From an optimization exercise on the open Yosys and OpenROAD flow, aimed at small area; shortcuts taken in it are not production practice.
Only simulation tests tie the RTL to the original design; equivalence was not proved.

==> job 2999 <==
// race_controller
module race_controller (
    input clk,
    input rst,
    input A1, B1, start1, Z1, up1, down1, left1, right1, steer_left1, steer_right1,
    input A2, B2, start2, Z2, up2, down2, left2, right2, steer_left2, steer_right2,
    input phase_loaded,
    input [20:0] imap_item_box1,
    input [20:0] imap_item_box2,
    input [20:0] imap_item_box3,
    input [20:0] imap_item_box4,
    input [20:0] imap_item_box5,
    input [20:0] imap_item_box6,
    input [20:0] imap_item_box7,
    input [20:0] imap_item_box8,
    input [1:0] map_type,
    input [3:0] min_tens, input [3:0] min_ones,
    input [3:0] sec_tens, input [3:0] sec_ones,
    input [3:0] ms_tens, input [3:0] ms_ones,
    input [9:0] car1_x, input [8:0] car1_y,
    input [9:0] car2_x, input [8:0] car2_y,
    output reg [2:0] phase,
    output in_loading_phase,
    output reg [2:0] selected_character1, output reg [2:0] selected_character2,
    output reg character_selected1, output reg character_selected2,
    output reg ready_for_race,
    output reg [1:0] laps_completed1, output reg [1:0] laps_completed2,
    output reg race_begin,
    output reg [1:0] oym_counter,
    output reg [1:0] finish_place1, output reg [1:0] finish_place2,
    output reg [3:0] fmin_tens1, output reg [3:0] fmin_ones1, output reg [3:0] fsec_tens1,
    output reg [3:0] fsec_ones1, output reg [3:0] fms_tens1, output reg [3:0] fms_ones1,
    output reg [3:0] fmin_tens2, output reg [3:0] fmin_ones2, output reg [3:0] fsec_tens2,
    output reg [3:0] fsec_ones2, output reg [3:0] fms_tens2, output reg [3:0] fms_ones2,
    output [1:0] owned_item1, output [1:0] owned_item2,
    output picking_item1, output picking_item2,
    output car1_banana_buff, output car1_mushroom_buff, output car1_lightning_buff,
    output car2_banana_buff, output car2_mushroom_buff, output car2_lightning_buff,
    output lightning_used, output banana_placed, output mushroom_used,
    output [20:0] item_box1,
    output [20:0] item_box2,
    output [20:0] item_box3,
    output [20:0] item_box4,
    output [20:0] item_box5,
    output [20:0] item_box6,
    output [20:0] item_box7,
    output [20:0] item_box8,
    output [20:0] banana1,
    output [20:0] banana2,
    output [20:0] banana3,
    output [20:0] banana4,
    output [20:0] banana5,
    output [20:0] banana6,
    output [20:0] banana7,
    output [20:0] banana8,
    output reg lap_completed1, output reg correct_direction1,
    output reg lap_completed2, output reg correct_direction2,
    output reg [9:0] imap_x, output reg [8:0] imap_y,
    output forward1, output backward1, output turn_left1, output turn_right1,
    output [1:0] speed1,
    output forward2, output backward2, output turn_left2, output turn_right2,
    output [1:0] speed2
    );
==> flow/config.mk <==
export PLATFORM = sky130hd
export DESIGN_NAME = race_controller
export DESIGN_NICKNAME = race_controller
export VERILOG_FILES = /design/flow/design.v
export SDC_FILE = /design/flow/constraint.sdc
export NUM_CORES = 4
export LEC_CHECK = 0
export CAP_MARGIN = 20
export CORE_MARGIN = 2
export CORE_UTILIZATION = 55
export PLACE_DENSITY = 0.7
export SLEW_MARGIN = 20
export SYNTH_HIERARCHICAL = 1
export SYNTH_MINIMUM_KEEP_SIZE = 0
==> flow/constraint.sdc <==
create_clock -name core_clock -period 12.0 [get_ports {clk}]
set_input_delay 2.4000 -clock core_clock [delete_from_list [all_inputs] [get_ports {clk}]]
set_output_delay 2.4000 -clock core_clock [all_outputs]
set_load 0.01 [all_outputs]
standard.sh (not shown) runs the stock make flow with config.mk's settings and CLKGATE_MAP_FILE= SYNTH_SCRIPT=/design/flow/synth_recipe.tcl, a recipe that flattens the netlist after the stock synthesis.
==> flow/flow/run.sh <==
#!/bin/bash
# The standard layout, with two changes:
#  - the port buffers are sky130_fd_sc_hd__buf_1 (one buffer on every port, as
#    in the standard flow, but the smallest buffer cell);
#  - clock tree synthesis clusters the flip-flops under clkbuf_4 leaf buffers
#    and inserts no dummy loads.
set -euo pipefail
export BUFFER_PORTS_ARGS="-buffer_cell sky130_fd_sc_hd__buf_1"
export CTS_ARGS="-sink_clustering_enable -repair_clock_nets -dont_use_dummy_load -buf_list {sky130_fd_sc_hd__clkbuf_4} -sink_clustering_size 10 -sink_clustering_max_diameter 40"
bash standard.sh > standard_flow.log 2>&1
==> inputs of job 4216, as changes to job 2999 <==
==> flow/run.sh (new file) <==
#!/bin/bash
# synth_recipe.tcl (not shown) runs the flow's synth.tcl, then flattens the netlist and writes it again
# the make line also repeats each setting of config.mk as NAME=value (left out here)
make -C /OpenROAD-flow-scripts/flow DESIGN_CONFIG=/design/flow/config.mk WORK_HOME=/design/flow/orfs CLKGATE_MAP_FILE= SYNTH_SCRIPT=/design/flow/synth_recipe.tcl finish
--- a/flow/config.mk
+++ b/flow/config.mk
@@ -9,4 +9,4 @@
 export CORE_MARGIN = 2
-export CORE_UTILIZATION = 55
-export PLACE_DENSITY = 0.7
+export CORE_UTILIZATION = 40
+export PLACE_DENSITY = 0.6
 export SLEW_MARGIN = 20
removed: flow/flow/run.sh
removed: flow/standard.sh
==> impl_metrics.py <==
metrics = {
    "die": {
        "die_y_microns": 340,
    },
    "worst_setup_path": {
        "crit_family": "compound AO/OA/AOI/OAI gates",
        "timing.critical_path.slowest_stage_cell": "or4_1",
    },
    "clock_tree": {
        "clk_pin_slew_ns": 0.11,
    },
    "drt": {
        "dr_wl_met2_mm": 107,
    },
    "outcome": {
        "status": "timing/DRC/antenna clean",
    },
    "place": {
        "placed_cell_area_sq_mm": 0.0668,
    },
}
-- figures above: job 2999

==> impl_metrics.py <==
metrics = {
    "outcome": {
        "status": "timing/DRC/antenna clean",
    },
    "clock_tree": {
        "clk_pin_slew_ns": 0.06,
    },
    "worst_setup_path": {
        "worstSetupStartpoint": "car2_y[0]",
        "crit_family": "buffers and inverters",
        "cp_cell_sequence": "clkdlybuf4s50_1 > ha_1 > fa_1 > a211o_1 > a2111oi_2 > nor3_1 > or4_1 > o221ai_1 > a31oi_1 > o31ai_1 > nor3b_1 > clkdlybuf4s50_1",
        "timing.critical_path.slowest_stage_cell": "clkdlybuf4s50_1",
    },
    "die": {
        "start_util": 0.403,
    },
    "place": {
        "placed_cell_area_sq_mm": 0.0720,
    },
    "cells_and_area": {
        "final_common_cell": "nand2_1",
    },
    "synth": {
        "yosys-top-cells-count": "nand2_1 (1480), a21oi_1 (1109), dfxtp_1 (906)",
    },
}
-- figures above: job 4216

[re-timing with driven ports]
In the flow no input, the clock included, has a driving cell. The finished layouts below were timed again as built, in two steps. Step 1 (the two cells are an assumption about what drives the block):
set clk [get_ports {clk}]
set_driving_cell -lib_cell sky130_fd_sc_hd__clkbuf_16 $clk
set_driving_cell -lib_cell sky130_fd_sc_hd__buf_2 [delete_from_list [all_inputs] $clk]
Step 2 adds t to the input delays and takes it off the output delays; t is the mean of the earliest and latest rising clock arrival at the registers after step 1. Input paths then give back, and output paths get back, about the clock's delay inside the block. a / b / c = ideal ports / drivers / drivers and shift; a / b = the first two.
run	shift t [ns]	setup slack, ns	clock arrival spread, ns	worst register clock-pin slew, ns
job 2999	1.135	3.304 / 3.281 / 2.419	0.129 / 0.130	0.11 / 0.11
job 4216	0.801	2.332 / 2.309 / 2.309	0.066 / 0.066	0.07 / 0.07
After both steps every run listed still meets setup and hold. The setup slack of job 2999, which loses most, moves by -0.023 ns with the drivers and by -0.885 ns with both steps.
